Context: an optimization exercise on an open-source flow, tuned for small area, a short achievable clock period and few clock cycles per item. The choices shown serve that exercise and are no tape-out recipe. In this exercise RTL edits were held to simulation tests only and were not proved equivalent to the original.

### flow/constraint.sdc
create_clock -name core_clock -period 11.0 [get_ports {clk}]
set_input_delay 2.2000 -clock core_clock [delete_from_list [all_inputs] [get_ports {clk}]]
set_output_delay 2.2000 -clock core_clock [all_outputs]
set_load 0.01 [all_outputs]
### flow/run.sh
#!/bin/bash
# synth_recipe.tcl (not shown) runs the flow's synth.tcl, then flattens the netlist and writes it again
# the make line also repeats each setting of config.mk as NAME=value (left out here)
make -C /OpenROAD-flow-scripts/flow DESIGN_CONFIG=/design/flow/config.mk WORK_HOME=/design/flow/orfs CLKGATE_MAP_FILE= SYNTH_SCRIPT=/design/flow/synth_recipe.tcl finish
### flow/design.v
module register_param #(
    parameter BIT_LENGTH = 2048
) (
    input clk, rst,
    input load,
    input [BIT_LENGTH - 1 : 0] parIn,
    output reg [BIT_LENGTH - 1 : 0] parOut
);
    always@(posedge clk, posedge rst) begin
        if (rst == 1)
            parOut <= 0;
        else begin
            if (load == 1)
                parOut <= parIn;
        end
    end
endmodule
module adder #(
    parameter BIT_LENGTH = 32
) (
    input signed [BIT_LENGTH - 1 : 0] in1, in2,
    input mode,  
    output signed [BIT_LENGTH - 1 : 0] out
);
    assign out = (mode == 1) ? (in1 + in2) : (in1 - in2);
endmodule
module square_root_cordic_DP #(
    parameter NUM_ITER = 16
) (
    input clk, rst,
    input [31:0] u,
    input loadS, loadE, loadM,
    input loadE_out,
    input [1:0] src_x,
    input src_y,
    input loadX, loadY,
    input init_cnt, en_cnt,
    output [31:0] out,
    output co, repeat_iter, neg, zero_flag, one_flag
);
    wire [7:0] E_val, E_in;
    wire [8:0] shift_E;
    wire [8:0] out_sub_E;
    assign E_in = u[30:23];
    register_param #(.BIT_LENGTH(8)) E_Reg(
        .clk(clk),
        .rst(rst),
        .load(loadE),
        .parIn(E_in),
        .parOut(E_val)
    );
    wire [7:0] E_out;
    register_param #(.BIT_LENGTH(8)) E_out_Reg(
        .clk(clk),
        .rst(rst),
        .load(loadE_out),
        .parIn(shift_E[7:0]),
        .parOut(E_out)
    );
    assign out_sub_E = $unsigned(9'd127) + $unsigned(E_val);
    assign shift_E = out_sub_E >> 1;
    wire [22:0] M_val, M_in;
    assign M_in = u[22:0];
    register_param #(.BIT_LENGTH(23)) M_Reg(
        .clk(clk),
        .rst(rst),
        .load(loadM),
        .parIn(M_in),
        .parOut(M_val)
    );
    wire S_val, S_in;
    assign S_in = u[31];
    register_param #(.BIT_LENGTH(1)) S_Reg(
        .clk(clk),
        .rst(rst),
        .load(loadS),
        .parIn(S_in),
        .parOut(S_val)
    );
    assign neg = (S_val == 1'b1) ? 1'b1 : 1'b0;
    wire signed [26:0] x_y_in, x_0, y_0;
    assign x_y_in = (E_val[0] == 1) ? {4'b0001, M_val} : {3'b001, M_val, 1'b0};
    assign x_0 = x_y_in + {5'b0, 1'b1, 21'b0};  
    assign y_0 = x_y_in - {5'b0, 1'b1, 21'b0};  
    assign one_flag = (x_y_in == {4'b0001, 23'b0}) ? 1'b1 : 1'b0;
    wire signed [26:0] x_in, y_in, x_val, y_val;
    register_param #(.BIT_LENGTH(27)) X_Reg(
        .clk(clk),
        .rst(rst),
        .load(loadX),
        .parIn(x_in),
        .parOut(x_val)
    );
    register_param #(.BIT_LENGTH(27)) Y_Reg(
        .clk(clk),
        .rst(rst),
        .load(loadY),
        .parIn(y_in),
        .parOut(y_val)
    );
    wire phi_vector; 
    assign phi_vector = (y_val[26] == 1) ? 1'b1 : 1'b0;
    wire signed [26:0] x_shift, y_shift, out_adder_x, out_adder_y;
    adder #(.BIT_LENGTH(27)) X_Adder(
        .in1(x_val),
        .in2(y_shift),
        .mode(phi_vector),
        .out(out_adder_x)
    );
    adder #(.BIT_LENGTH(27)) Y_Adder(
        .in1(y_val),
        .in2(x_shift),
        .mode(phi_vector),
        .out(out_adder_y)
    );
    reg [$clog2(NUM_ITER) : 0] iter;
    always @(posedge clk, posedge rst) begin
        if (rst == 1)
            iter <= 0;
        else begin
            if (init_cnt == 1)
                iter <= 1;
            else if (en_cnt == 1)
                iter <= iter + 1;
        end
    end
    assign co = (iter == NUM_ITER) ? 1'b1 : 1'b0;
    assign repeat_iter = (iter == 4 || iter == 13) ? 1'b1 : 1'b0;
    assign x_shift = x_val >>> iter;
    assign y_shift = y_val >>> iter;
    wire signed [26:0] x_scaled;
    wire signed [53:0] product;
    assign product = x_val * {27'b0001_0011_0101_0001_1110_1000_100};
    assign x_scaled = product[49:23];
    assign x_in = (src_x == 2'b00) ? x_0 :
                  (src_x == 2'b01) ? out_adder_x :
                  (src_x == 2'b10) ? x_scaled :
                  27'b0;
    assign y_in = (src_y == 1'b0) ? y_0 : out_adder_y;
    assign zero_flag = ({S_val, E_val, M_val} == 0) ? 1 : 0;
    assign out[31] = S_val;
    assign out[30:23] = (zero_flag == 1) ? E_val : E_out;
    assign out[22:0] = (zero_flag == 1 || one_flag == 1) ? M_val : x_val[22:0];
endmodule
module square_root_cordic_CU (
    input clk, rst,
    input start,
    input co, repeat_iter, neg, zero_flag, one_flag,
    output reg loadS, loadE, loadM,
    output reg loadE_out,
    output reg [1:0] src_x,
    output reg src_y,
    output reg loadX, loadY,
    output reg init_cnt, en_cnt,
    output reg done, neg_flag
);
    parameter [3:0] IDLE = 0, INIT = 1, EXP = 2, NEG = 3, CALC = 4, REPEAT = 5, SCALE = 6, DONE = 7, ONE = 8;
    reg [3:0] ps, ns;
    always @(ps, start, neg, repeat_iter, co, zero_flag, one_flag) begin
        case (ps)
            IDLE: ns = (start == 1) ? INIT : IDLE;
            INIT: ns = (start == 1) ? INIT : EXP;
            EXP: ns = (neg == 1) ? NEG :
                      (zero_flag == 1) ? DONE : 
                      (one_flag == 1) ? ONE : CALC;
            NEG: ns = IDLE;
            ONE: ns = DONE;
            CALC: ns = (co == 1) ? SCALE :(repeat_iter == 1 ? REPEAT : CALC);
            REPEAT: ns = CALC;
            SCALE: ns = DONE;
            DONE: ns = IDLE; 
            default: ns = IDLE;
        endcase
    end
    always @(ps, repeat_iter) begin
        loadS = 0;
        loadE = 0;
        loadM = 0;
        loadE_out = 0;
        src_x = 0;
        src_y = 0;
        loadX = 0;
        loadY = 0;
        init_cnt = 0;
        en_cnt = 0;
        done = 0;
        neg_flag = 0;
        case (ps)
            IDLE: ;
            INIT: begin
                loadS = 1;
                loadE = 1;
                loadM = 1;
            end
            EXP: begin
                src_x = 2'b00;
                src_y = 0;
                loadX = 1;
                loadY = 1;
                init_cnt = 1;
            end 
            NEG: begin
                done = 1;
                neg_flag = 1;
            end
            CALC: begin
                en_cnt = ~repeat_iter;
                src_x = 2'b01;
                src_y = 1;
                loadX = 1;
                loadY = 1;
            end
            REPEAT: begin
                en_cnt = 1;
                src_x = 2'b01;
                src_y = 1;
                loadX = 1;
                loadY = 1;
            end
            SCALE: begin
                src_x = 2'b10;
                loadX = 1;
                loadE_out = 1;
            end
            ONE: begin
                loadE_out = 1;
            end
            DONE: done = 1;
            default: ;
        endcase
    end
    always @(posedge clk or posedge rst) begin
        if (rst == 1)
            ps <= IDLE;
        else 
            ps <= ns;
    end
endmodule
module square_root_float #(
    parameter NUM_ITER = 16
) (
    input clk, rst,
    input start,
    input [31:0] u,
    output [31:0] out,
    output done, neg_flag
);
    wire loadS, loadE, loadM;
    wire loadE_out;
    wire [1:0] src_x;
    wire src_y;
    wire loadX, loadY;
    wire init_cnt, en_cnt;
    wire co, repeat_iter, neg, zero_flag, one_flag;
    square_root_cordic_DP #(.NUM_ITER(NUM_ITER) ) DP (
        .clk(clk),
        .rst(rst),
        .u(u),
        .loadS(loadS),
        .loadE(loadE),
        .loadM(loadM),
        .loadE_out(loadE_out),
        .src_x(src_x),
        .src_y(src_y),
        .loadX(loadX),
        .loadY(loadY),
        .init_cnt(init_cnt),
        .en_cnt(en_cnt),
        .out(out),
        .co(co),
        .repeat_iter(repeat_iter),
        .neg(neg),
        .zero_flag(zero_flag),
        .one_flag(one_flag)
    );
    square_root_cordic_CU CU (
        .clk(clk),
        .rst(rst),
        .start(start),
        .co(co),
        .repeat_iter(repeat_iter),
        .neg(neg),
        .zero_flag(zero_flag),
        .one_flag(one_flag),
        .loadS(loadS),
        .loadE(loadE),
        .loadM(loadM),
        .loadE_out(loadE_out),
        .src_x(src_x),
        .src_y(src_y),
        .loadX(loadX),
        .loadY(loadY),
        .init_cnt(init_cnt),
        .en_cnt(en_cnt),
        .done(done),
        .neg_flag(neg_flag)
    );
endmodule
### flow/config.mk
export PLATFORM = sky130hd
export DESIGN_NAME = square_root_float
export DESIGN_NICKNAME = square_root_float
export VERILOG_FILES = /design/flow/design.v
export SDC_FILE = /design/flow/constraint.sdc
export NUM_CORES = 4
export LEC_CHECK = 0
export CAP_MARGIN = 20
export CORE_MARGIN = 2
export CORE_UTILIZATION = 40
export SLEW_MARGIN = 20
==> flow_summary.toml, run 1 <==
[sta]
min_period_over_period_pct = 69.59
setup_tns_ps = 0
hold_viol_final = 0
fmax_mhz = 130.6
rsz0062_at_grt = "false"
drv_slew = 0
setup_viol = 0
clock_skew_ps = 16.89
worst_pin_slew_ps = 1228
slew_headroom_pct = 17.65
period_needed_ps = 7654

[synth]
synth_seq_cells = 103
synthXorXnorAreaFrac_pct = 4.907
synth_top_flop_cell = "dfrtp_1"
synthArstFlopShare_pct = 100.0
synth_edf_count = 0
yosysUniqueCellTypes = 87
synth_top_family_by_area = "adder cells"
synthesis.nets = 2813
synth_compound_area_share_pct = 15.56
synthAdderAreaFrac_pct = 37.80
synth_seq_area_share_pct = 12.24
syn-cell-area_um2 = 21060
synthMuxAreaShare_pct = 10.96
ys_warn_count = 6
syn_avg_cell_area_um2 = 9.291
yosys.area_share.simple_pct = 11.07
syn_inst = 2267

[cells_and_area]
most-common-layout-cells = "inv_1 (303), ha_1 (302), fa_1 (209)"
multi_input_area_um2 = 16960
stdcell_count = 2978
nNetsFinal = 2831
num-fill-cells = 5193
final_common_cell = "inv_1"
layout-drive-gt1-share_pct = 7.598
area_growth_pct = 8.097
diodes = 0
fin_util_pct = 43.50
seqCellArea_um2 = 2584

[setup_path]
worstPathMaxFanout = 17
r2r_cells = 22
worstPathArrival_ps = 7900
start_kind = "flop"
ff2ff_setup_slack_ps = 3350
cp.required_ps = 11250
r2r_start = "DP.X_Reg.parOut[10]$_DFFE_PP0P_"
rr_endpoint = "DP.X_Reg.parOut[26]$_DFFE_PP0P_"
path_class = "reg2reg"
end_kind = "flop"

[grt]
grt.total_usage_pct = 25.29
overflow = 0
grt_pass1_wl_um = 105200
antenna_found_initial = 0
grt_pass1_vias = 17790
grt_max_degree = 75

[clocking]
root_buffer = "clkbuf_16"
cts_tree = "done"
cts_resized = 0
cts_buffer_depth = 2
clock_sinks = 103
postCtsSetupBuffers = 0
cts_hold_buf = 0
htree_levels = 3
cts_buffers = 9
clk_latency_ps = 390
clk_pin_slew_worst_paths_ps = 80

[floorplanning]
core_um2 = 52340
fp.dieH_um = 233.5
pin_count = 69
die_area_um2 = 54510
start_util_pct = 40.24
die_w_um = 233.5
rows = 84

[route]
drtPass1Iterations = 5
wl_um = 67060
post_drt_wl_per_cell_um = 22.52
dr_total_vias = 17290
drt_iter0_markers = 1502
ant_nets = 0
vias_per_cell = 5.805
post-route-drc-count = 0

[hold_path]
hold_depth = 1
hp-start = "DP.E_out_Reg.parOut[6]$_DFFE_PP0N_"
hp-class = "reg2reg"
min_to = "DP.E_out_Reg.parOut[6]$_DFFE_PP0N_"

[placed_design]
routabilityCongestion = 1.011
dp_hpwl_um = 53540
port_buffers = 68
place_inst = 2962

[flow_run]
maxCapViolCount = 0

[run_status]
status = "finished clean"
worst max-delay path, stage by stage (launching register included):
cell and delay, ps:
dfrtp_1 930, ha_1 380, inv_1 140, fa_1 460, fa_1 530, inv_1 40, ha_1 270, inv_1 50
fa_1 480, inv_1 60, fa_1 420, ha_1 280, ha_1 300, a21oi_1 130, o21ai_0 170, a211oi_1 600
o21a_1 330, a21oi_1 190, a31oi_1 530, o21ai_0 380, a221oi_1 440, mux2i_1 280, o211ai_1 120
cell families after synthesis:
logic type,Yosys count
xor+xnor,118
flops,103
buf+inv,397
mux,162
simple gates,470
compound gates,506
fa+ha+maj,511
per-stage QoR:
stage | setup slack, ps | instance area (um2) | hold slack (ps)
final | 3346 | 22770 | 521.0
after global routing | 2810 | 22770 | 549.9
after CTS | 3269 | 22760 | 525.7
after detailed placement | 3295 | 22450 | 503.4
after global placement | 3333 | 22440 | 487.6
after floorplan | 4884 | 21060 | 472.7
sequential cells by signal, indices dropped and copies added, names as in the netlist:
signal / count
DP.X_Reg.parOut: 27
DP.iter: 5
DP.Y_Reg.parOut: 27
CU.ps: 4
DP.E_out_Reg.parOut: 8
DP.M_Reg.parOut: 23
DP.S_Reg.parOut: 1
DP.E_Reg.parOut: 8
how the worst max path moves through the flow:
stage                                               start                              end  slack [ps]  depth (start not counted)
after detailed placement  DP.X_Reg.parOut[10]$_DFFE_PP0P_  DP.X_Reg.parOut[26]$_DFFE_PP0P_        3300                         22
after global routing       DP.X_Reg.parOut[8]$_DFFE_PP0P_  DP.X_Reg.parOut[26]$_DFFE_PP0P_        2810                         22
after floorplan            DP.X_Reg.parOut[9]$_DFFE_PP0P_  DP.X_Reg.parOut[23]$_DFFE_PP0P_        4880                         19
after global placement    DP.X_Reg.parOut[11]$_DFFE_PP0P_  DP.X_Reg.parOut[26]$_DFFE_PP0P_        3330                         20
after CTS                 DP.X_Reg.parOut[10]$_DFFE_PP0P_  DP.X_Reg.parOut[26]$_DFFE_PP0P_        3270                         22
final                     DP.X_Reg.parOut[10]$_DFFE_PP0P_  DP.X_Reg.parOut[26]$_DFFE_PP0P_        3350                         22
final cells by class:
cell class | count | share of cell area [%]
multi-input combinational | 1767 | 74.48
sequential | 103 | 11.35
inverter | 308 | 5.089
timing repair buffer | 96 | 3.913
tap | 688 | 3.781
clock buffer | 9 | 0.9892
clock inverter | 7 | 0.3957
synth_stat cells (16+ instances only):
library cell	count	share of area, %
a211oi_1	23	0.82
a21o_1	45	1.6
a21oi_1	132	3.1
a31oi_1	28	0.83
and2_1	39	1.2
and3_1	17	0.50
buf_1	18	0.32
clkbuf_1	50	0.89
dfrtp_1	103	12
fa_1	209	20
ha_1	302	18
inv_1	304	5.4
mux2_2	42	2.2
mux2i_1	67	3.2
mux4_2	50	5.3
nand2_1	119	2.1
nand2b_1	17	0.50
nand3_1	19	0.45
nor2_1	132	2.4
nor2b_1	28	0.83
nor3_1	25	0.59
o211ai_1	27	0.96
o21a_1	17	0.61
o21ai_0	101	2.4
or3_1	16	0.48
xnor2_1	71	3.0
xor2_1	47	2.0
layer usage:
layer | track usage [%] | share of wire (%) | vias to the layer above
met5 | 0 | 0 | -
met4 | 9.494 | 4.4 | 0
met3 | 3.308 | 6.1 | 114
met2 | 41.58 | 46 | 615
met1 | 33.94 | 43 | 8580
li1 | - | - | 7978
Testbench counts, summed over its fixed seeds: cycles 36,800, items 1,600.
==> run 2, diff against run 1 <==
==> flow/design.v (replaced) <==
module square_root_float (
    input clk, rst,
    input start,
    input [31:0] u,
    output [31:0] out,
    output done, neg_flag
);
    reg        busy;
    reg  [4:0] cnt;
    reg  [3:0] sh;           
    reg [25:0] X;            
    reg [25:0] Y;            
    reg  [7:0] e_out;
    reg        sgn, spec;
    wire [7:0]  E = u[30:23];
    wire [22:0] M = u[22:0];
    wire        m_zero = (M == 23'd0);
    wire        zero = (E == 8'd0) & m_zero;
    wire        one  = E[0] & m_zero;
    wire [8:0]  e_sum = 9'd127 + {1'b0, E};
    always @(posedge clk) begin
        sgn   <= u[31];
        spec  <= zero | one;
        e_out <= zero ? 8'd0 : e_sum[8:1];
    end
    wire [25:0] v  = E[0] ? {3'b001, M} : {2'b01, M, 1'b0};
    wire [25:0] x0 = v + 26'h020_0000;
    wire [25:0] y0 = v - 26'h020_0000;
    wire horner = (cnt >= 5'd19);
    wire copy   = (cnt >= 5'd18);
    wire fin    = (cnt == 5'd27) | ((cnt == 5'd1) & (sgn | spec));
    assign done     = busy & fin;
    assign neg_flag = sgn;
    assign out      = {sgn, e_out, Y[22:0] & {23{~spec}}};
    wire [4:0] cnt_n = busy ? cnt + 5'd1 : 5'd1;
    reg [3:0] sh_n;
    always @(*) begin
        case (cnt_n)
            5'd1:  sh_n = 4'd0;    
            5'd2:  sh_n = 4'd1;
            5'd3:  sh_n = 4'd2;
            5'd4:  sh_n = 4'd3;
            5'd5:  sh_n = 4'd3;    
            5'd6:  sh_n = 4'd4;
            5'd7:  sh_n = 4'd5;
            5'd8:  sh_n = 4'd6;
            5'd9:  sh_n = 4'd7;
            5'd10: sh_n = 4'd8;
            5'd11: sh_n = 4'd9;
            5'd12: sh_n = 4'd10;
            5'd13: sh_n = 4'd11;
            5'd14: sh_n = 4'd12;
            5'd15: sh_n = 4'd12;   
            5'd16: sh_n = 4'd13;
            5'd17: sh_n = 4'd14;
            5'd18: sh_n = 4'd15;   
            5'd19: sh_n = 4'd3;    
            5'd20: sh_n = 4'd1;    
            5'd21: sh_n = 4'd3;    
            5'd22: sh_n = 4'd2;    
            default: sh_n = 4'd1;  
        endcase
    end
    reg h_inv;
    always @(*) begin
        case (cnt)
            5'd20, 5'd21, 5'd24, 5'd25: h_inv = 1'b1;
            default: h_inv = 1'b0;
        endcase
    end
    always @(posedge clk, posedge rst) begin
        if (rst) begin
            busy <= 1'b0;
            cnt  <= 5'd0;
        end else begin
            cnt <= cnt_n;
            if (!busy)
                busy <= start;
            else if (fin)
                busy <= 1'b0;
        end
    end
    always @(posedge clk)
        sh <= sh_n;
    wire        ysgn = Y[25];
    wire        sub  = ~ysgn;
    wire signed [25:0] y_h = {Y[25], Y[25:1]};
    wire [25:0] x_h  = {1'b0, X[25:1]};
    wire [25:0] y_sh = y_h >>> sh;
    wire [25:0] x_sh = x_h >> sh;
    wire        x_inv = horner ? h_inv : sub;
    wire        x_cin = horner ? 1'b0  : sub;
    wire [25:0] xadd = X + (y_sh ^ {26{x_inv}}) + {25'd0, x_cin};
    wire [25:0] yadd = Y + (x_sh ^ {26{sub}}) + {25'd0, sub};
    always @(posedge clk) begin
        if (!busy) begin
            X <= x0;
            Y <= y0;
        end else begin
            X <= horner ? X : xadd;
            Y <= copy ? xadd : yadd;
        end
    end
endmodule
==> run 2 against run 1 <==
Effect of this change: fmax grew 43%; non-clock buffer count down 18; utilization grew 3.3 points; critical path type unchanged.
==> flow_summary.toml, run 2 <==
[run_status]
status = "finished clean"

[clocking]
clk_pin_slew_worst_paths_ps = 70
cts_buffer_depth = 2
root_buffer = "clkbuf_16"
clock_sinks = 72
htree_levels = 3
cts_resized = 0
cts_hold_buf = 0
cts_buffers = 9
cts_tree = "done"
clk_latency_ps = 340
postCtsSetupBuffers = 0

[sta]
rsz0062_at_grt = "false"
setup_tns_ps = 0
drv_slew = 0
setup_viol = 0
worst_pin_slew_ps = 1039
period_needed_ps = 5369
hold_viol_final = 0
min_period_over_period_pct = 48.81
slew_headroom_pct = 30.65
clock_skew_ps = 10.10
fmax_mhz = 186.3

[cells_and_area]
diodes = 0
most-common-layout-cells = "a21oi_1 (105), nand2_1 (88), nor2_1 (82)"
largestRegisters = "X (26), Y (26), e_out (8)"
nNetsFinal = 1154
num-fill-cells = 2061
final_common_cell = "a21oi_1"
area_growth_pct = 13.94
layout-drive-gt1-share_pct = 7.278

[synth]
synthArstFlopShare_pct = 8.333
synthesis.nets = 1122
yosysTopAreaCell = "dfxtp_1"
yosysUniqueCellTypes = 78
syn_avg_cell_area_um2 = 8.213
synth_top_flop_cell = "dfxtp_1"
ys_warn_count = 1
synth_seq_area_share_pct = 20.65
syn_inst = 1021
synth_top_area_share_pct = 9.549
synth_edf_count = 26
synth_seq_cells = 72
yosysMostFrequentCell = "a21oi_1"
synthTopCellsByArea = "dfxtp_1 (9.5%), ha_1 (9.4%), edfxtp_1 (9.3%)"
synth_common_cells = "a21oi_1 (105), nand2_1 (88), nor2_1 (82)"
syn-cell-area_um2 = 8386

[setup_path]
r2r_start = "sh[0]$_DFF_P_"
start_kind = "flop"
worstPathMaxFanout = 43
end_kind = "flop"
cp.required_ps = 11220
rr_endpoint = "Y[24]$_DFF_P_"
ff2ff_setup_slack_ps = 5630
worstPathArrival_ps = 5590
r2r_cells = 17
path_class = "reg2reg"

[floorplanning]
rows = 52
die_w_um = 148.8
core_um2 = 20430
die_area_um2 = 22140
pin_count = 69
start_util_pct = 41.05
fp.dieH_um = 148.8

[grt]
grt_pass1_wl_um = 40570
antenna_found_initial = 0
grt.total_usage_pct = 23.76
overflow = 0
grt_max_degree = 66
grt_pass1_vias = 7187

[route]
wl_met2_um = 10790
m1WireLength_um = 12470
post_drt_wl_per_cell_um = 19.48
vias_per_cell = 5.785
dr_total_vias = 7683
ant_nets = 0
drtPass1Iterations = 5
wl_um = 25860
post-route-drc-count = 0
wl_met3_um = 2216
drt_iter0_markers = 654
routed.top_layer = "met4"

[flow_run]
maxCapViolCount = 0

[placed_design]
dp_hpwl_um = 20020
routabilityCongestion = 0.9323
port_buffers = 68

[hold_path]
hp-class = "reg2reg"
hold_depth = 3
min_to = "busy$_DFF_PP0_"
hp-start = "busy$_DFF_PP0_"
run 2: cell families (layout without fill, tap and decap cells):
kind of cell | Yosys count | count (layout) | synth area share [%]
AO/OA/AOI/OAI | 307 | 307 | 23.37
AND/OR/NAND/NOR | 297 | 297 | 17.26
XOR/XNOR | 104 | 104 | 10.86
multiplexers | 93 | 93 | 13.79
buffers and inverters | 82 | 119 | 3.954
flip-flops | 72 | 72 | 20.65
adder cells (fa/ha/maj) | 66 | 66 | 10.12
run 2: final cells by class:
type	count	area, um2	area share [%]
sequential	72	1738	18.19
clock buffer	10	229.0	2.397
timing repair buffer	78	755.7	7.910
inverter	25	93.84	0.9822
tap	270	337.8	3.536
multi-input combinational	867	6331	66.27
clock inverter	6	68.82	0.7203
run 2: how the worst max path moves through the flow:
stage                              from               to  slack, ps  depth (start not counted)
after floorplan           sh[0]$_DFF_P_  X[24]$_DFFE_PP_       6330                         21
after global placement    sh[0]$_DFF_P_    Y[24]$_DFF_P_       4920                         17
after detailed placement  sh[0]$_DFF_P_    Y[24]$_DFF_P_       4800                         17
after CTS                 sh[0]$_DFF_P_    Y[24]$_DFF_P_       4780                         17
after global routing      sh[0]$_DFF_P_    Y[24]$_DFF_P_       5240                         17
final                     sh[0]$_DFF_P_    Y[24]$_DFF_P_       5630                         17
run 2: layer usage:
metal  up-vias  GRT usage [%]
met1      3586          36.18
met5         -              0
met4         0          5.714
li1       3790              -
met3        23          3.945
met2       284          34.86
run 2: critical path, stage by stage (launching register included):
cell and delay (ps):
dfxtp_2 960, inv_2 530, mux4_2 560, nor2_1 100, a21oi_1 60, xor2_1 190
fa_1 450, fa_1 420, nor2b_1 150, o211ai_1 120, a21oi_1 310, a211oi_1 170
o21ai_1 280, a311o_1 260, a21o_1 130, a21oi_1 70, xnor2_1 140, a221o_1 320
run 2: stage by stage:
stage | instances | util (%) | setup WS [ps] | cell area [um2] | hold slack (ps)
final | 1328 | 46.77 | 5631 | 9554 | 651.1
after global routing | 1328 | 46.77 | 5242 | 9554 | 718.1
after CTS | 1328 | 46.77 | 4780 | 9554 | 660.4
after detailed placement | 1312 | 45.31 | 4803 | 9256 | 644.2
after global placement | 1312 | 45.31 | 4923 | 9256 | 642.7
after floorplan | 1021 | - | 6329 | 8386 | 566.4
Testbench counts of run 2, summed over its fixed seeds: cycles 44,800, items 1,600.
==> run 3, diff against run 2 <==
==> flow/design.v (replaced) <==
module square_root_float (
    input clk, rst,
    input start,
    input [31:0] u,
    output [31:0] out,
    output done, neg_flag
);
    reg        busy;
    reg  [4:0] cnt;          
    reg        hor;          
    reg        cpy;          
    reg  [3:0] shx;          
    reg  [3:0] shy_b;        
    reg        xinv, xcin;   
    reg        yinv;         
    reg        fill;         
    reg [24:0] X;
    reg        X25;
    reg [24:0] Y;
    reg  [7:0] e_out;
    reg        sgn, spec;
    wire [7:0]  E = u[30:23];
    wire [22:0] M = u[22:0];
    wire        m_zero = (M == 23'd0);
    wire        zero = (E == 8'd0) & m_zero;
    wire        one  = E[0] & m_zero;
    wire [8:0]  e_sum = 9'd127 + {1'b0, E};
    always @(posedge clk) begin
        sgn   <= u[31];
        spec  <= zero | one;
        e_out <= zero ? 8'd0 : e_sum[8:1];
    end
    wire [25:0] v  = E[0] ? {3'b001, M} : {2'b01, M, 1'b0};
    wire [25:0] x0 = v + 26'h020_0000;
    wire [25:0] y0 = v - 26'h020_0000;
    wire signed [24:0] y_h  = {fill, Y[24:1]};
    wire        [24:0] x_h  = {X25, X[24:1]};
    wire        [24:0] y_sh = y_h >>> shx;
    wire        [24:0] x_sh = x_h >> (~shy_b);
    wire [25:0] xs = {X, 1'b1} + {y_sh ^ {25{xinv}}, xcin};
    wire [25:0] ys = {Y, 1'b1} + {x_sh ^ {25{yinv}}, yinv};
    wire [24:0] xadd = xs[25:1];
    wire [24:0] yadd = ys[25:1];
    always @(posedge clk) begin
        if (!busy) begin
            X   <= x0[24:0];
            X25 <= x0[25];
            Y   <= y0[24:0];
        end else begin
            X   <= hor ? X : xadd;
            X25 <= 1'b0;
            Y   <= cpy ? xadd : yadd;
        end
    end
    wire fin = (cnt == 5'd27) | ((cnt == 5'd1) & (sgn | spec));
    assign done     = busy & fin;
    assign neg_flag = sgn;
    assign out      = {sgn, e_out, Y[22:0] & {23{~spec}}};
    wire [4:0] cnt_n = busy ? cnt + 5'd1 : 5'd1;
    wire       hor_n = (cnt_n >= 5'd19);
    wire       cpy_n = (cnt_n >= 5'd18);
    reg [3:0] sh_n;
    reg       hinv_n;
    always @(*) begin
        hinv_n = 1'b0;
        case (cnt_n)
            5'd1:  sh_n = 4'd0;    
            5'd2:  sh_n = 4'd1;
            5'd3:  sh_n = 4'd2;
            5'd4:  sh_n = 4'd3;
            5'd5:  sh_n = 4'd3;    
            5'd6:  sh_n = 4'd4;
            5'd7:  sh_n = 4'd5;
            5'd8:  sh_n = 4'd6;
            5'd9:  sh_n = 4'd7;
            5'd10: sh_n = 4'd8;
            5'd11: sh_n = 4'd9;
            5'd12: sh_n = 4'd10;
            5'd13: sh_n = 4'd11;
            5'd14: sh_n = 4'd12;
            5'd15: sh_n = 4'd12;   
            5'd16: sh_n = 4'd13;
            5'd17: sh_n = 4'd14;
            5'd18: sh_n = 4'd15;   
            5'd19: sh_n = 4'd3;    
            5'd20: begin sh_n = 4'd1; hinv_n = 1'b1; end   
            5'd21: begin sh_n = 4'd3; hinv_n = 1'b1; end   
            5'd22: sh_n = 4'd2;    
            5'd23: sh_n = 4'd1;    
            5'd24: begin sh_n = 4'd1; hinv_n = 1'b1; end   
            5'd25: begin sh_n = 4'd1; hinv_n = 1'b1; end   
            default: sh_n = 4'd1;  
        endcase
    end
    wire yneg_n = busy & yadd[24];
    always @(posedge clk) begin
        hor   <= hor_n;
        cpy   <= cpy_n;
        shx   <= sh_n;
        shy_b <= ~sh_n;
        xinv  <= hor_n ? hinv_n : ~yneg_n;
        xcin  <= ~hor_n & ~yneg_n;
        yinv  <= ~yneg_n;
        fill  <= ~hor_n & yneg_n;
    end
    always @(posedge clk, posedge rst) begin
        if (rst) begin
            busy <= 1'b0;
            cnt  <= 5'd0;
        end else begin
            cnt <= cnt_n;
            if (!busy)
                busy <= start;
            else if (fin)
                busy <= 1'b0;
        end
    end
endmodule
--- a/flow/config.mk
+++ b/flow/config.mk
@@ -6,4 +6,5 @@
 export NUM_CORES = 4
 export LEC_CHECK = 0
+export ABC_CLOCK_PERIOD_IN_PS = 3000
 export CAP_MARGIN = 20
 export CORE_MARGIN = 2
==> run 3 against run 2 <==
Effect of this change: still clean on timing, DRC and antenna; critical endpoint is now X[21]$_DFFE_PP_; worst setup slack improved by 280 ps; cell count rose by 7.4%; die area rose by 6.4%; highest routed layer unchanged; worst hold slack got worse by 27 ps; flip-flop and latch count rose by 9; register-to-register slack improved by 280 ps; fmax rose by 5.4%.
==> flow_summary.toml, run 3 <==
[synth]
synth_seq_area_share_pct = 21.28
synth_edf_count = 25
synth_common_cells = "nand2_1 (99), a21oi_1 (95), o21ai_0 (81)"
ys_warn_count = 1
yosysUniqueCellTypes = 76
syn_avg_cell_area_um2 = 8.001
synth_top_flop_cell = "dfxtp_1"
yosysTopAreaCell = "dfxtp_1"
synthTopCellsByArea = "dfxtp_1 (11%), ha_1 (9.4%), edfxtp_1 (8.4%)"
synth_top_area_share_pct = 11.20
synthArstFlopShare_pct = 7.407
synth_seq_cells = 81
synthesis.nets = 1220
syn_inst = 1117
syn-cell-area_um2 = 8937
yosysMostFrequentCell = "nand2_1"

[floorplanning]
rows = 54
pin_count = 69
die_area_um2 = 23550
fp.dieH_um = 153.5
core_um2 = 21890
die_w_um = 153.5
start_util_pct = 40.83

[route]
dr_total_vias = 8391
ant_nets = 0
post-route-drc-count = 0
post_drt_wl_per_cell_um = 19.59
drt_iter0_markers = 652
drtPass1Iterations = 6
wl_um = 27930
vias_per_cell = 5.884

[setup_path]
cp.required_ps = 11070
cpPeakStageDelay_ps = 770
cp_slowest_cell = "dfxtp_1"
worstPathArrival_ps = 5160
r2r_start = "shx[0]$_DFF_P_"
rr_endpoint = "X[21]$_DFFE_PP_"
start_kind = "flop"
path_class = "reg2reg"
ff2ff_setup_slack_ps = 5910
path_cells = "inv_1 -> nor2_1 -> a21oi_1 -> mux2_2 -> mux2i_1 -> xnor2_1 -> ha_1 -> nand4_1 -> a2111oi_0 -> o21ai_0 -> a2111oi_0 -> or3_1 -> o31a_1 -> xnor2_1 -> a21oi_1"
worstPathMaxFanout = 23
end_kind = "flop"
critPathLaunch = "shx[0]$_DFF_P_"
r2r_cells = 15

[cells_and_area]
final_common_cell = "nand2_1"
fin_util_pct = 46.13
largestRegisters = "X (25), Y (25), e_out (8)"
nNetsFinal = 1244
area_growth_pct = 12.99
most-common-layout-cells = "nand2_1 (99), a21oi_1 (95), o21ai_0 (81)"
layout-drive-gt1-share_pct = 6.719
diodes = 0

[clocking]
clk_latency_ps = 350
cts_resized = 0
clk_pin_slew_worst_paths_ps = 70
htree_levels = 3
cts_hold_buf = 0
cts_buffer_depth = 2
cts_buffers = 9
postCtsSetupBuffers = 0
clock_sinks = 81
cts_tree = "done"
root_buffer = "clkbuf_16"

[sta]
worst_pin_slew_ps = 1020
whs_ps = 624.2
min_period_over_period_pct = 46.30
period_needed_ps = 5093
fmax_mhz = 196.3
rsz0062_at_grt = "false"
hold_viol_final = 0
setup_tns_ps = 0
slew_headroom_pct = 31.90
setup_viol = 0
clock_skew_ps = 16.15
drv_slew = 0

[grt]
grt_max_degree = 70
grt.total_usage_pct = 23.44
antenna_found_initial = 0
use_met2_pct = 35.71
overflow = 0
grt_pass1_vias = 7639
use_met1_pct = 35.16
gr-usage-met3_pct = 3.544
grt_pass1_wl_um = 43770
grt.busiest_layer = "met2"

[hold_path]
hp-start = "cnt[2]$_DFF_PP0_"
hp-class = "reg2reg"
min_to = "busy$_DFF_PP0_"
hold_depth = 2

[placed_design]
port_buffers = 68
routabilityCongestion = 1.015
dp_hpwl_um = 22110

[run_status]
status = "finished clean"

[flow_run]
maxCapViolCount = 0
[run 3: stage by stage]
step	cells	worst slack [ps]	instance area (um2)
6_report	1426	5907	10100
5_1_grt	1426	5557	10100
4_1_cts	1426	5883	10100
3_5_place_dp	1410	6057	9788
3_3_place_gp	1410	6047	9788
2_1_floorplan	1117	6756	8937
[run 3: worst max path at each step]
stage / endpoint / cells past startpoint / slack, ps
2_1_floorplan: X[21]$_DFFE_PP_ / 19 / 6760
3_3_place_gp: X[21]$_DFFE_PP_ / 13 / 6050
3_5_place_dp: X[21]$_DFFE_PP_ / 13 / 6060
4_1_cts: done / 4 / 5880
5_1_grt: X[21]$_DFFE_PP_ / 16 / 5560
6_report: X[21]$_DFFE_PP_ / 15 / 5910
[run 3: area by class of cell]
class                      count  area [um2]
clock buffer                  10       239.0
clock inverter                 6       71.32
fill                        2211       11790
inverter                      40       150.1
multi-input combinational    931        6629
sequential                    81        1903
tap                          280       350.3
timing repair buffer          78       755.7
[run 3: per-layer routing]
| layer | vias up | wire (um) |
|---|---|---|
| met5 | - | 0 |
| met4 | 0 | 375 |
| met3 | 27 | 1861 |
| met2 | 258 | 12130 |
| met1 | 3984 | 13570 |
| li1 | 4122 | - |
[run 3: kinds of logic (layout without fill, tap and decap cells)]
group	after synthesis	after routing	share of synthesized area, %
adders and majority gates	68	68	9.604
buffers and inverters	105	134	4.550
xor gates and xnor gates	101	101	9.898
muxes	99	99	13.15
and+or+nand+nor	326	326	17.40
DFF	81	81	21.28
AOI/OAI and AO/OA	337	337	24.12
[run 3: worst max-delay path: cells and delay by family (launching register included)]
family,cells,cell delay (ps)
AOI/OAI and AO/OA,6,1710
xor gates and xnor gates,2,250
adders and majority gates,1,420
buffers and inverters,1,500
DFF,1,770
muxes,2,500
and+or+nand+nor,3,650
Testbench counts of run 3, summed over its fixed seeds: cycles 44,800, items 1,600.
==> run 4, diff against run 3 <==
--- a/flow/config.mk
+++ b/flow/config.mk
@@ -6,7 +6,6 @@
 export NUM_CORES = 4
 export LEC_CHECK = 0
-export ABC_CLOCK_PERIOD_IN_PS = 3000
-export CAP_MARGIN = 20
+export CAP_MARGIN = 50
 export CORE_MARGIN = 2
 export CORE_UTILIZATION = 40
-export SLEW_MARGIN = 20
+export SLEW_MARGIN = 70
==> run 4 against run 3 <==
Effect of this change: still clean on timing, DRC and antenna; global-route usage down 0.12 points; worst hold slack better by 9.7 ps; non-clock buffer count up 1; worst setup slack better by 360 ps; cell count about the same; critical endpoint is now Y[24]$_DFF_P_.
==> flow_summary.toml, run 4 <==
[run_status]
status = "finished clean"

[synth]
synth_compound_area_share_pct = 24.12
synthArstFlopShare_pct = 7.407
synth_top_area_share_pct = 11.20
synthAdderAreaFrac_pct = 9.604
yosys.area_share.simple_pct = 17.40
syn-cell-area_um2 = 8937
yosysUniqueCellTypes = 76
synth_seq_area_share_pct = 21.28
synthesis.nets = 1220
yosysTopAreaCell = "dfxtp_1"
synth_seq_cells = 81
synth_top_family_by_area = "compound AO/OA/AOI/OAI gates"
synthTopCellsByArea = "dfxtp_1 (11%), ha_1 (9.4%), edfxtp_1 (8.4%)"
yosysMostFrequentCell = "nand2_1"
syn_avg_cell_area_um2 = 8.001
synthMuxAreaShare_pct = 13.15
synthXorXnorAreaFrac_pct = 9.898
synth_edf_count = 25
synth_common_cells = "nand2_1 (99), a21oi_1 (95), o21ai_0 (81)"
syn_inst = 1117
ys_warn_count = 1
synth_top_flop_cell = "dfxtp_1"

[hold_path]
hp-class = "reg2reg"
hp-start = "cnt[2]$_DFF_PP0_"
hold_depth = 2
min_to = "busy$_DFF_PP0_"

[sta]
setup_tns_ps = 0
whs_ps = 633.9
drv_slew = 0
setup_ws_ps = 6267
worst_pin_slew_ps = 513.5
clock_skew_ps = 12.33
rsz0062_at_grt = "false"
min_period_over_period_pct = 43.03
hold_viol_final = 0
period_needed_ps = 4733
fmax_mhz = 211.3
slew_headroom_pct = 65.52
setup_viol = 0

[placed_design]
port_buffers = 68
routabilityCongestion = 1.015
pre_cts_slack_ps = 6225
place_inst = 1410
dp_hpwl_um = 22160
dpl_cell_area_um2 = 9905

[cells_and_area]
area_growth_pct = 15.12
stdcell_count = 1427
diodes = 0
multi_input_area_um2 = 6782
layout-drive-gt1-share_pct = 9.677
seqCellArea_um2 = 1918
fin_util_pct = 47.00
fin_area_um2 = 10290
nNetsFinal = 1245
most-common-layout-cells = "nand2_1 (98), a21oi_1 (95), nor2_1 (77)"
num-fill-cells = 2218
final_common_cell = "nand2_1"
largestRegisters = "X (25), Y (25), e_out (8)"

[floorplanning]
start_util_pct = 40.83
die_area_um2 = 23550
pin_count = 69
core_um2 = 21890
die_w_um = 153.5
fp.dieH_um = 153.5
rows = 54

[grt]
grt_pass1_wl_um = 43480
grt_pass1_vias = 7753
antenna_found_initial = 0
grt_max_degree = 70
grt.total_usage_pct = 23.33
overflow = 0

[route]
post-route-drc-count = 0
ant_nets = 0
post_drt_wl_per_cell_um = 19.70
vias_per_cell = 5.912
wl_um = 28110
dr_total_vias = 8437
drt_iter0_markers = 608
drtPass1Iterations = 5

[setup_path]
r2r_cells = 13
r2r_start = "shy_b[0]$_DFF_P_"
ff2ff_setup_slack_ps = 6270
critPathLaunch = "shy_b[0]$_DFF_P_"
rr_endpoint = "Y[24]$_DFF_P_"
worstPathArrival_ps = 5010
cp.required_ps = 11280
start_kind = "flop"
path_class = "reg2reg"
end_kind = "flop"
worstPathMaxFanout = 31

[clocking]
cts_tree = "done"
cts_hold_buf = 0
clk_latency_ps = 350
postCtsSetupBuffers = 0
root_buffer = "clkbuf_16"
cts_buffer_depth = 2
clock_sinks = 81
htree_levels = 3
cts_resized = 0
clk_pin_slew_worst_paths_ps = 70
cts_buffers = 9

[flow_run]
maxCapViolCount = 0
run 4: cell counts after synthesis:
No cell type changed its count.
run 4: cell type report:
| cell class | instances | share of cell area (%) |
|---|---|---|
| clock buffer | 10 | 2.323 |
| clock inverter | 6 | 0.4621 |
| inverter | 40 | 1.532 |
| multi-input combinational | 931 | 65.91 |
| sequential | 81 | 18.64 |
| tap | 280 | 3.405 |
| timing repair buffer | 79 | 7.722 |
run 4: kinds of logic after synthesis:
logic type	after synthesis
flip-flops	81
adder cells (fa/ha/maj)	68
AND/OR/NAND/NOR	326
buffers and inverters	105
AO/OA/AOI/OAI	337
XOR/XNOR	101
multiplexers	99
run 4: worst max-delay path by stage:
stage | to | slack, ps | cells past startpoint
floorplan | X[21]$_DFFE_PP_ | 6760 | 19
global placement | X[21]$_DFFE_PP_ | 6050 | 13
detailed placement | Y[24]$_DFF_P_ | 6220 | 13
CTS | Y[24]$_DFF_P_ | 6210 | 13
global route | Y[24]$_DFF_P_ | 6010 | 13
finish | Y[24]$_DFF_P_ | 6270 | 13
run 4: metal layers:
layer | track usage, % | vias up | part of all wire (%)
met5 | 0 | - | 0
met4 | 5.941 | 0 | 2.0
met3 | 3.714 | 26 | 7.1
met2 | 35.33 | 278 | 43
met1 | 34.48 | 4002 | 47
li1 | - | 4131 | -
run 4: critical path, cell delays in order, from the launching register on:
cell	delay, ps
dfxtp_1	320
buf_6	270
mux4_1	670
mux4_2	560
xor2_1	170
ha_1	330
a211oi_1	360
o21ai_0	220
a32o_1	320
a221o_1	410
a21oi_1	300
nor3_2	140
or4_1	480
o211ai_1	90
==> run 5, diff against run 4 <==
--- a/flow/config.mk
+++ b/flow/config.mk
@@ -9,3 +9,3 @@
 export CORE_MARGIN = 2
 export CORE_UTILIZATION = 40
-export SLEW_MARGIN = 70
+export SLEW_MARGIN = 80
==> run 5 against run 4 <==
Effect of this change: still clean; worst hold slack worse by 34 ps; routed wire length up 2.3%; clock skew down 0.88 ps; first-iteration DRC count up 1.8%; worst setup slack worse by 1100 ps; critical endpoint is now X[21]$_DFFE_PP_; largest cell class unchanged; highest routed layer unchanged.
==> flow_summary.toml, run 5 <==
[cells_and_area]
nNetsFinal = 1271
seqCellArea_um2 = 1934
fin_area_um2 = 11030
multi_input_area_um2 = 7218
fin_util_pct = 50.38
area_growth_pct = 23.41
largestRegisters = "X (25), Y (25), e_out (8)"
final_common_cell = "nand2_1"
diodes = 0
layout-drive-gt1-share_pct = 16.97
most-common-layout-cells = "nand2_1 (94), a21oi_1 (90), nor2_1 (75), clkdlybuf4s50_1 (75), xnor2_1 (62)"
num-fill-cells = 2112

[synth]
synth_seq_area_share_pct = 21.28
syn_inst = 1117
synth_common_cells = "nand2_1 (99), a21oi_1 (95), o21ai_0 (81)"
synth_compound_area_share_pct = 24.12
yosysMostFrequentCell = "nand2_1"
yosysUniqueCellTypes = 76
synthTopCellsByArea = "dfxtp_1 (11%), ha_1 (9.4%), edfxtp_1 (8.4%)"
yosysTopAreaCell = "dfxtp_1"
yosys.area_share.simple_pct = 17.40
synth_seq_cells = 81
synth_edf_count = 25
synthAdderAreaFrac_pct = 9.604
syn-cell-area_um2 = 8937
synth_top_family_by_area = "compound AO/OA/AOI/OAI gates"
synthXorXnorAreaFrac_pct = 9.898
synth_top_flop_cell = "dfxtp_1"
syn_avg_cell_area_um2 = 8.001
synth_top_area_share_pct = 11.20
ys_warn_count = 1
synthArstFlopShare_pct = 7.407
synthMuxAreaShare_pct = 13.15
synthesis.nets = 1220

[grt]
grt.total_usage_pct = 23.95
antenna_found_initial = 0
grt_max_degree = 39
grt_pass1_wl_um = 44790
grt_pass1_vias = 7903
overflow = 0

[clocking]
clk_latency_ps = 350
cts_buffers = 9
root_buffer = "clkbuf_16"
postCtsSetupBuffers = 0
cts_tree = "done"
cts_hold_buf = 0
cts_buffer_depth = 2
cts_resized = 0
clock_sinks = 81
htree_levels = 3
clk_pin_slew_worst_paths_ps = 70

[setup_path]
cp_top_family = "buffers and inverters"
path_cells = "clkbuf_8 -> mux2_2 -> nor2_1 -> a21oi_1 -> mux2_2 -> mux2i_1 -> xnor2_1 -> ha_1 -> nand4_1 -> a2111oi_4 -> clkdlybuf4s50_1 -> o21ai_2 -> a2111oi_4 -> clkdlybuf4s50_1 -> clkdlybuf4s50_1 -> clkdlybuf4s25_1 -> or3_1 -> o31a_1 -> xnor2_1 -> a21oi_1"
r2r_start = "shx[1]$_DFF_P_"
end_kind = "flop"
ff2ff_setup_slack_ps = 5220
worstPathArrival_ps = 5880
start_kind = "flop"
path_class = "reg2reg"
rr_endpoint = "X[21]$_DFFE_PP_"
cp.required_ps = 11100
crit_buf_inv = 5
cp_slowest_cell = "clkdlybuf4s50_1"
cp_common_cell = "clkdlybuf4s50_1"
r2r_cells = 20
worstPathMaxFanout = 31
cpPeakStageDelay_ps = 540

[sta]
fmax_mhz = 172.9
worst_pin_slew_ps = 336.4
rsz0062_at_grt = "false"
min_period_over_period_pct = 52.59
setup_viol = 0
period_needed_ps = 5785
clock_skew_ps = 11.45
drv_slew = 0
hold_viol_final = 0
setup_tns_ps = 0
slew_headroom_pct = 77.57

[hold_path]
hold_depth = 1
hp-start = "cnt[0]$_DFF_PP0_"
min_to = "cnt[0]$_DFF_PP0_"
hp-class = "reg2reg"

[floorplanning]
pin_count = 69
start_util_pct = 40.83
fp.dieH_um = 153.5
rows = 54
core_um2 = 21890
die_area_um2 = 23550
die_w_um = 153.5

[placed_design]
routabilityCongestion = 1.015
dp_hpwl_um = 22920
port_buffers = 68
dpl_cell_area_um2 = 10430

[route]
post-route-drc-count = 0
vias_per_cell = 5.900
wl_um = 28750
drtPass1Iterations = 5
dr_total_vias = 8573
post_drt_wl_per_cell_um = 19.79
drt_iter0_markers = 619
ant_nets = 0

[run_status]
status = "finished clean"

[flow_run]
maxCapViolCount = 0
==> run 5: cell counts after synthesis <==
Identical to the previous run, type by type.
==> run 5: through the flow <==
stage / instances / setup WS, ps / hold slack, ps
after global placement: 1410 / 6047 / 609.8
after CTS: 1448 / 5332 / 612.1
after detailed placement: 1432 / 5354 / 602.2
after floorplan: 1117 / 6756 / 566.6
final: 1453 / 5215 / 600.3
after global routing: 1453 / 4952 / 658.8
==> run 5: layer usage <==
layer | part of all wire [%] | wire length [um] | GRT usage (%)
met1 | 48 | 13730 | 36.04
met2 | 44 | 12740 | 36.93
met4 | 1.7 | 478 | 5.068
met5 | 0 | 0 | 0
met3 | 6.3 | 1803 | 2.608
==> run 5: worst max-delay path by stage <==
stage	from	to	cells past startpoint
5_1_grt	shx[1]$_DFF_P_	Y[19]$_DFF_P_	20
4_1_cts	shx[1]$_DFF_P_	Y[19]$_DFF_P_	20
3_5_place_dp	shx[1]$_DFF_P_	X[21]$_DFFE_PP_	20
2_1_floorplan	shx[1]$_DFF_P_	X[21]$_DFFE_PP_	19
6_report	shx[1]$_DFF_P_	X[21]$_DFFE_PP_	20
3_3_place_gp	shx[0]$_DFF_P_	X[21]$_DFFE_PP_	13
==> run 5: cells by family (layout without fill, tap and decap cells) <==
kind of cell | count (synthesis) | count (layout)
compound gates | 337 | 337
simple gates | 326 | 326
buf+inv | 105 | 161
xor+xnor | 101 | 101
mux | 99 | 99
flops | 81 | 81
fa+ha+maj | 68 | 68
==> run 5: cell type report <==
class / instances / area share [%]
multi-input combinational: 931 / 65.45
sequential: 81 / 17.54
timing repair buffer: 105 / 9.711
tap: 280 / 3.176
clock buffer: 10 / 2.167
inverter: 40 / 1.543
clock inverter: 6 / 0.4197
==> run 6, diff against run 5 <==
--- a/flow/config.mk
+++ b/flow/config.mk
@@ -6,6 +6,6 @@
 export NUM_CORES = 4
 export LEC_CHECK = 0
-export CAP_MARGIN = 50
+export CAP_MARGIN = 80
 export CORE_MARGIN = 2
 export CORE_UTILIZATION = 40
-export SLEW_MARGIN = 80
+export SLEW_MARGIN = 90
==> run 6 against run 5 <==
Effect of this change: the run now fails in detailed placement; synthesized cell count did not move; synthesized area unchanged.
==> flow_summary.toml, run 6 <==
[synth]
synth_common_cells = "nand2_1 (99), a21oi_1 (95), o21ai_0 (81)"
synth_top_area_share_pct = 11.20
syn_inst = 1117
synth_seq_area_share_pct = 21.28
synth_top_flop_cell = "dfxtp_1"
ys_warn_count = 1
synth_edf_count = 25
syn-cell-area_um2 = 8937
yosysMostFrequentCell = "nand2_1"
yosysTopAreaCell = "dfxtp_1"
synth_seq_cells = 81
yosysUniqueCellTypes = 76
synthesis.nets = 1220
synthArstFlopShare_pct = 7.407
syn_avg_cell_area_um2 = 8.001
synthTopCellsByArea = "dfxtp_1 (11%), ha_1 (9.4%), edfxtp_1 (8.4%)"

[floorplanning]
rows = 54
die_w_um = 153.5
start_util_pct = 40.83
pin_count = 69
fp.dieH_um = 153.5

[placed_design]
routabilityCongestion = 1.015
port_buffers = 68

[run_status]
stop_stage = "detailed placement"
error = "[ERROR DPL-0038] Utilization greater than 100%, impossible to legalize"
status = "aborted with a tool error"
## run 6: cell counts after synthesis
No cell type changed its count.
## run 6: metrics by stage
stage / cell area (um2) / cells
global placement: 9788 / 1410
floorplan: 8937 / 1117
## run 6: cells by family after synthesis
kind of cell / share of synthesized area (%)
compound gates: 24.12
xor+xnor: 9.898
fa+ha+maj: 9.604
buf+inv: 4.550
flops: 21.28
mux: 13.15
simple gates: 17.40
## run 6: worst max-delay path by stage
stage             depth (start not counted)              end  slack [ps]
global placement                         13  X[21]$_DFFE_PP_        6050
floorplan                                19  X[21]$_DFFE_PP_        6760
==> run 7, diff against run 6 <==
--- a/flow/config.mk
+++ b/flow/config.mk
@@ -6,6 +6,6 @@
 export NUM_CORES = 4
 export LEC_CHECK = 0
-export CAP_MARGIN = 80
+export CAP_MARGIN = 70
 export CORE_MARGIN = 2
 export CORE_UTILIZATION = 40
-export SLEW_MARGIN = 90
+export SLEW_MARGIN = 70
==> run 7 against run 6 <==
Effect of this change: the run now finishes clean; synthesized cell count stayed put; synthesized area stayed put.
==> flow_summary.toml, run 7 <==
[run_status]
status = "finished clean"

[floorplanning]
die_w_um = 153.5
rows = 54
core_um2 = 21890
die_area_um2 = 23550
start_util_pct = 40.83
fp.dieH_um = 153.5
pin_count = 69

[grt]
overflow = 0
grt.busiest_layer = "met2"
grt_pass1_wl_um = 43480
grt_max_degree = 70
use_met1_pct = 34.48
antenna_found_initial = 0
use_met2_pct = 35.33
grt.total_usage_pct = 23.33
gr-usage-met3_pct = 3.714
grt_pass1_vias = 7753

[clocking]
cts_hold_buf = 0
clk_latency_ps = 350
root_buffer = "clkbuf_16"
htree_levels = 3
clock_sinks = 81
cts_tree = "done"
cts_buffer_depth = 2
cts_buffers = 9
clk_pin_slew_worst_paths_ps = 70
cts_resized = 0
postCtsSetupBuffers = 0

[cells_and_area]
most-common-layout-cells = "nand2_1 (98), a21oi_1 (95), nor2_1 (77)"
area_growth_pct = 15.12
num-fill-cells = 2218
multi_input_area_um2 = 6782
fin_util_pct = 47.00
diodes = 0
layout-drive-gt1-share_pct = 9.677
fin_area_um2 = 10290
final_common_cell = "nand2_1"
largestRegisters = "X (25), Y (25), e_out (8)"
seqCellArea_um2 = 1918
nNetsFinal = 1245

[synth]
synthTopCellsByArea = "dfxtp_1 (11%), ha_1 (9.4%), edfxtp_1 (8.4%)"
synthAdderAreaFrac_pct = 9.604
synth_seq_cells = 81
synth_top_flop_cell = "dfxtp_1"
synthMuxAreaShare_pct = 13.15
synthArstFlopShare_pct = 7.407
syn_inst = 1117
synthXorXnorAreaFrac_pct = 9.898
synth_edf_count = 25
synth_top_family_by_area = "compound AO/OA/AOI/OAI gates"
yosysUniqueCellTypes = 76
yosysMostFrequentCell = "nand2_1"
synth_seq_area_share_pct = 21.28
syn-cell-area_um2 = 8937
synth_common_cells = "nand2_1 (99), a21oi_1 (95), o21ai_0 (81)"
synthesis.nets = 1220
synth_top_area_share_pct = 11.20
yosysTopAreaCell = "dfxtp_1"
synth_compound_area_share_pct = 24.12
yosys.area_share.simple_pct = 17.40
syn_avg_cell_area_um2 = 8.001
ys_warn_count = 1

[sta]
period_needed_ps = 4733
clock_skew_ps = 12.33
setup_tns_ps = 0
rsz0062_at_grt = "false"
setup_viol = 0
worst_pin_slew_ps = 513.5
drv_slew = 0
fmax_mhz = 211.3
whs_ps = 633.9
slew_headroom_pct = 65.52
hold_viol_final = 0
min_period_over_period_pct = 43.03

[route]
vias_per_cell = 5.912
drt_iter0_markers = 608
wl_um = 28110
post-route-drc-count = 0
ant_nets = 0
drtPass1Iterations = 5
dr_total_vias = 8437
post_drt_wl_per_cell_um = 19.70

[hold_path]
hp-class = "reg2reg"

[setup_path]
end_kind = "flop"
path_class = "reg2reg"
path_cells = "buf_6 -> mux4_1 -> mux4_2 -> xor2_1 -> ha_1 -> a211oi_1 -> o21ai_0 -> a32o_1 -> a221o_1 -> a21oi_1 -> nor3_2 -> or4_1 -> o211ai_1"
cpPeakStageDelay_ps = 670
worstPathMaxFanout = 31
cp_slowest_cell = "mux4_1"
worstPathArrival_ps = 5010
cp.required_ps = 11280
crit_buf_inv = 1
start_kind = "flop"
cp_top_family = "compound AO/OA/AOI/OAI gates"

[placed_design]
routabilityCongestion = 1.015
port_buffers = 68
dpl_cell_area_um2 = 9905
dp_hpwl_um = 22160

[flow_run]
maxCapViolCount = 0
-- run 7: area by class of cell --
class	count	area share, %
flip-flops and latches	81	18.64
multi-input cells	931	65.91
clock buffers	10	2.323
clock inverters	6	0.4621
repair buffers	79	7.722
well taps	280	3.405
inverters	40	1.532
-- run 7: through the flow --
step	setup WS, ps	instances
5_1_grt	6009	1427
3_3_place_gp	6047	1410
6_report	6267	1427
2_1_floorplan	6756	1117
4_1_cts	6206	1426
3_5_place_dp	6225	1410
-- run 7: final timing paths --
path	from	cells past startpoint	slack (ps)	end
setup / recovery	shy_b[0]$_DFF_P_	13	6270	Y[24]$_DFF_P_
hold / removal	cnt[2]$_DFF_PP0_	2	630	busy$_DFF_PP0_
setup reg to reg	shy_b[0]$_DFF_P_	13	6270	Y[24]$_DFF_P_
hold reg to reg	cnt[2]$_DFF_PP0_	2	630	busy$_DFF_PP0_
max in group asynchronous	rst	2	8730	busy$_DFF_PP0_
min in group asynchronous	rst	2	2060	cnt[1]$_DFF_PP0_
-- run 7: logic make-up (layout without fill, tap and decap cells) --
group                      count (synthesis)  in the layout
AOI/OAI and AO/OA                        337            337
and+or+nand+nor                          326            326
buffers and inverters                    105            135
xor gates and xnor gates                 101            101
muxes                                     99             99
DFF                                       81             81
adders and majority gates                 68             68
-- run 7: layer usage --
metal	routed length (um)	part of all wire (%)
met5	0	0
met4	569	2.0
met3	1988	7.1
met2	12200	43
met1	13350	47
-- run 7: worst min-delay path: cells and delay by family, from the launching register on --
kind | cells | cell delay [ps]
compound gates | 1 | 80
flops | 1 | 420
simple gates | 1 | 100
==> run 8, diff against run 7 <==
--- a/flow/config.mk
+++ b/flow/config.mk
@@ -6,6 +6,6 @@
 export NUM_CORES = 4
 export LEC_CHECK = 0
-export CAP_MARGIN = 70
+export CAP_MARGIN = 20
 export CORE_MARGIN = 2
 export CORE_UTILIZATION = 40
-export SLEW_MARGIN = 70
+export SLEW_MARGIN = 20
==> run 8 against run 7 <==
Effect of this change: synthesized cell count is the same; critical path type unchanged; still clean; worst hold slack lost 9.7 ps; sequential share of layout area grew 0.20 points; clock skew grew 3.8 ps; fmax shrank 7.1%.
==> flow_summary.toml, run 8 <==
[clocking]
cts_tree = "done"
clk_pin_slew_worst_paths_ps = 70
cts_buffer_depth = 2
cts_hold_buf = 0
clk_latency_ps = 350
clock_sinks = 81
cts_resized = 0
postCtsSetupBuffers = 0
root_buffer = "clkbuf_16"
htree_levels = 3
cts_buffers = 9

[synth]
synth_seq_area_share_pct = 21.28
yosysUniqueCellTypes = 76
synthesis.nets = 1220
yosysTopAreaCell = "dfxtp_1"
syn_inst = 1117
synth_seq_cells = 81
synthArstFlopShare_pct = 7.407
synth_top_flop_cell = "dfxtp_1"
syn-cell-area_um2 = 8937
synth_common_cells = "nand2_1 (99), a21oi_1 (95), o21ai_0 (81)"
ys_warn_count = 1
synth_top_area_share_pct = 11.20
synthTopCellsByArea = "dfxtp_1 (11%), ha_1 (9.4%), edfxtp_1 (8.4%)"
yosysMostFrequentCell = "nand2_1"
syn_avg_cell_area_um2 = 8.001
synth_edf_count = 25

[setup_path]
ff2ff_setup_slack_ps = 5910
endpoint = "X[21]$_DFFE_PP_"
worstPathMaxFanout = 23
path_cells = "inv_1 -> nor2_1 -> a21oi_1 -> mux2_2 -> mux2i_1 -> xnor2_1 -> ha_1 -> nand4_1 -> a2111oi_0 -> o21ai_0 -> a2111oi_0 -> or3_1 -> o31a_1 -> xnor2_1 -> a21oi_1"
rr_endpoint = "X[21]$_DFFE_PP_"
crit_buf_inv = 1
cpPeakStageDelay_ps = 770
cp.required_ps = 11070
worstPathArrival_ps = 5160
start_kind = "flop"
critPathLaunch = "shx[0]$_DFF_P_"
cp_num_cells = 15
end_kind = "flop"
r2r_cells = 15
cp_slowest_cell = "dfxtp_1"
r2r_start = "shx[0]$_DFF_P_"
path_class = "reg2reg"
cp_top_family = "compound AO/OA/AOI/OAI gates"

[hold_path]
hp-class = "reg2reg"
hold_depth = 2

[route]
drtPass1Iterations = 6
dr_total_vias = 8391
wl_um = 27930
ant_nets = 0
post_drt_wl_per_cell_um = 19.59
drt_iter0_markers = 652
post-route-drc-count = 0
vias_per_cell = 5.884

[grt]
grt_pass1_wl_um = 43770
grt_max_degree = 70
grt.total_usage_pct = 23.44
overflow = 0
grt_pass1_vias = 7639
antenna_found_initial = 0

[sta]
whs_ps = 624.2
slew_headroom_pct = 31.90
rsz0062_at_grt = "false"
hold_viol_final = 0
drv_slew = 0
clock_skew_ps = 16.15
period_needed_ps = 5093
setup_viol = 0
fmax_mhz = 196.3
setup_tns_ps = 0
worst_pin_slew_ps = 1020
min_period_over_period_pct = 46.30

[placed_design]
port_buffers = 68
routabilityCongestion = 1.015
dp_hpwl_um = 22110

[cells_and_area]
largestRegisters = "X (25), Y (25), e_out (8)"
final_common_cell = "nand2_1"
most-common-layout-cells = "nand2_1 (99), a21oi_1 (95), o21ai_0 (81)"
layout-drive-gt1-share_pct = 6.719
num-fill-cells = 2211
diodes = 0
nNetsFinal = 1244
area_growth_pct = 12.99

[floorplanning]
pin_count = 69
die_w_um = 153.5
fp.dieH_um = 153.5
start_util_pct = 40.83
die_area_um2 = 23550
core_um2 = 21890
rows = 54

[flow_run]
maxCapViolCount = 0

[run_status]
status = "finished clean"
==> run 8: changes by cell type in the layout (fill, tap and decap cells not counted), moves of 4 or more <==
cell     before  now
dfxtp_1      44   50
o21ai_0      75   81
o21ai_1       7    1
nor4_1        4    9
nor4_2        5    0
buf_4         6   10
inv_1        32   36
==> run 8: per-layer routing <==
metal	share of wire, %	routed length (um)	track usage (%)	vias to the layer above
met5	0	0	0	-
met4	1.3	375	4.543	0
met3	6.7	1861	3.544	27
met2	43	12130	35.71	258
met1	49	13570	35.16	3984
li1	-	-	-	4122
==> run 8: final cells by class <==
class / count / area, um2 / share of cell area, %
timing repair buffer: 78 / 755.7 / 7.484
tap: 280 / 350.3 / 3.469
inverter: 40 / 150.1 / 1.487
sequential: 81 / 1903 / 18.85
clock inverter: 6 / 71.32 / 0.7062
clock buffer: 10 / 239.0 / 2.367
multi-input combinational: 931 / 6629 / 65.64
==> run 8: kinds of logic after synthesis <==
| kind of cell | Yosys count | synth area share, % |
|---|---|---|
| compound gates | 337 | 24.12 |
| xor+xnor | 101 | 9.898 |
| fa+ha+maj | 68 | 9.604 |
| buf+inv | 105 | 4.550 |
| flops | 81 | 21.28 |
| mux | 99 | 13.15 |
| simple gates | 326 | 17.40 |
==> run 8: worst min-delay path by stage <==
stage / from / end / slack [ps]
finish: cnt[2]$_DFF_PP0_ / busy$_DFF_PP0_ / 620
global route: cnt[2]$_DFF_PP0_ / busy$_DFF_PP0_ / 680
CTS: cnt[2]$_DFF_PP0_ / busy$_DFF_PP0_ / 630
detailed placement: cnt[2]$_DFF_PP0_ / busy$_DFF_PP0_ / 610
global placement: cnt[2]$_DFF_PP0_ / busy$_DFF_PP0_ / 610
floorplan: cnt[0]$_DFF_PP0_ / cnt[0]$_DFF_PP0_ / 570
==> run 8: stage by stage <==
stage	area, um2	utilization [%]	std cells	setup slack, ps
3_5_place_dp	9788	44.71	1410	6057
3_3_place_gp	9788	44.71	1410	6047
4_1_cts	10100	46.13	1426	5883
5_1_grt	10100	46.13	1426	5557
2_1_floorplan	8937	-	1117	6756
6_report	10100	46.13	1426	5907
==> run 8: worst reg2reg max path: stages, from the launching register on <==
cell	delay, ps
dfxtp_1	770
inv_1	500
nor2_1	210
a21oi_1	70
mux2_2	310
mux2i_1	190
xnor2_1	120
ha_1	420
nand4_1	180
a2111oi_0	380
o21ai_0	250
a2111oi_0	750
or3_1	270
o31a_1	180
xnor2_1	130
a21oi_1	80

## afterwards: timing with drivers on the ports
In the flow no input, the clock included, has a driving cell. The finished layouts below were timed again as built, in two steps.
Step 1 sets driving cells, clkbuf_16 on the clock port and buf_2 on the other inputs (assumed; they add their load-dependent delay and slew).
Step 2, shift: input delay + t, output delay - t, t = (earliest + latest rising clock arrival at the registers) / 2. This alone moves slack from input paths to output paths.
Three values: no drivers, after step 1, after step 2; two values: the first two.
run | t, ns | slack for setup (ns) | clock arrival spread, ns | slew at the worst register clock pin (ns) | cell pins on the clock port's net
run 1 | 0.427 | 3.346 / 3.346 / 3.346 | 0.017 / 0.017 | 0.09 / 0.09 | 1
run 2 | 0.381 | 5.631 / 5.631 / 5.631 | 0.010 / 0.010 | 0.07 / 0.07 | 1
run 3 | 0.387 | 5.907 / 5.881 / 5.907 | 0.016 / 0.016 | 0.07 / 0.07 | 1
run 4 | 0.388 | 6.267 / 6.267 / 6.267 | 0.012 / 0.012 | 0.07 / 0.07 | 1
run 5 | 0.392 | 5.215 / 5.215 / 5.215 | 0.012 / 0.011 | 0.07 / 0.07 | 1
run 7 | 0.388 | 6.267 / 6.267 / 6.267 | 0.012 / 0.012 | 0.07 / 0.07 | 1
run 8 | 0.387 | 5.907 / 5.881 / 5.907 | 0.016 / 0.016 | 0.07 / 0.07 | 1
After both steps setup and hold are still met in every run listed.
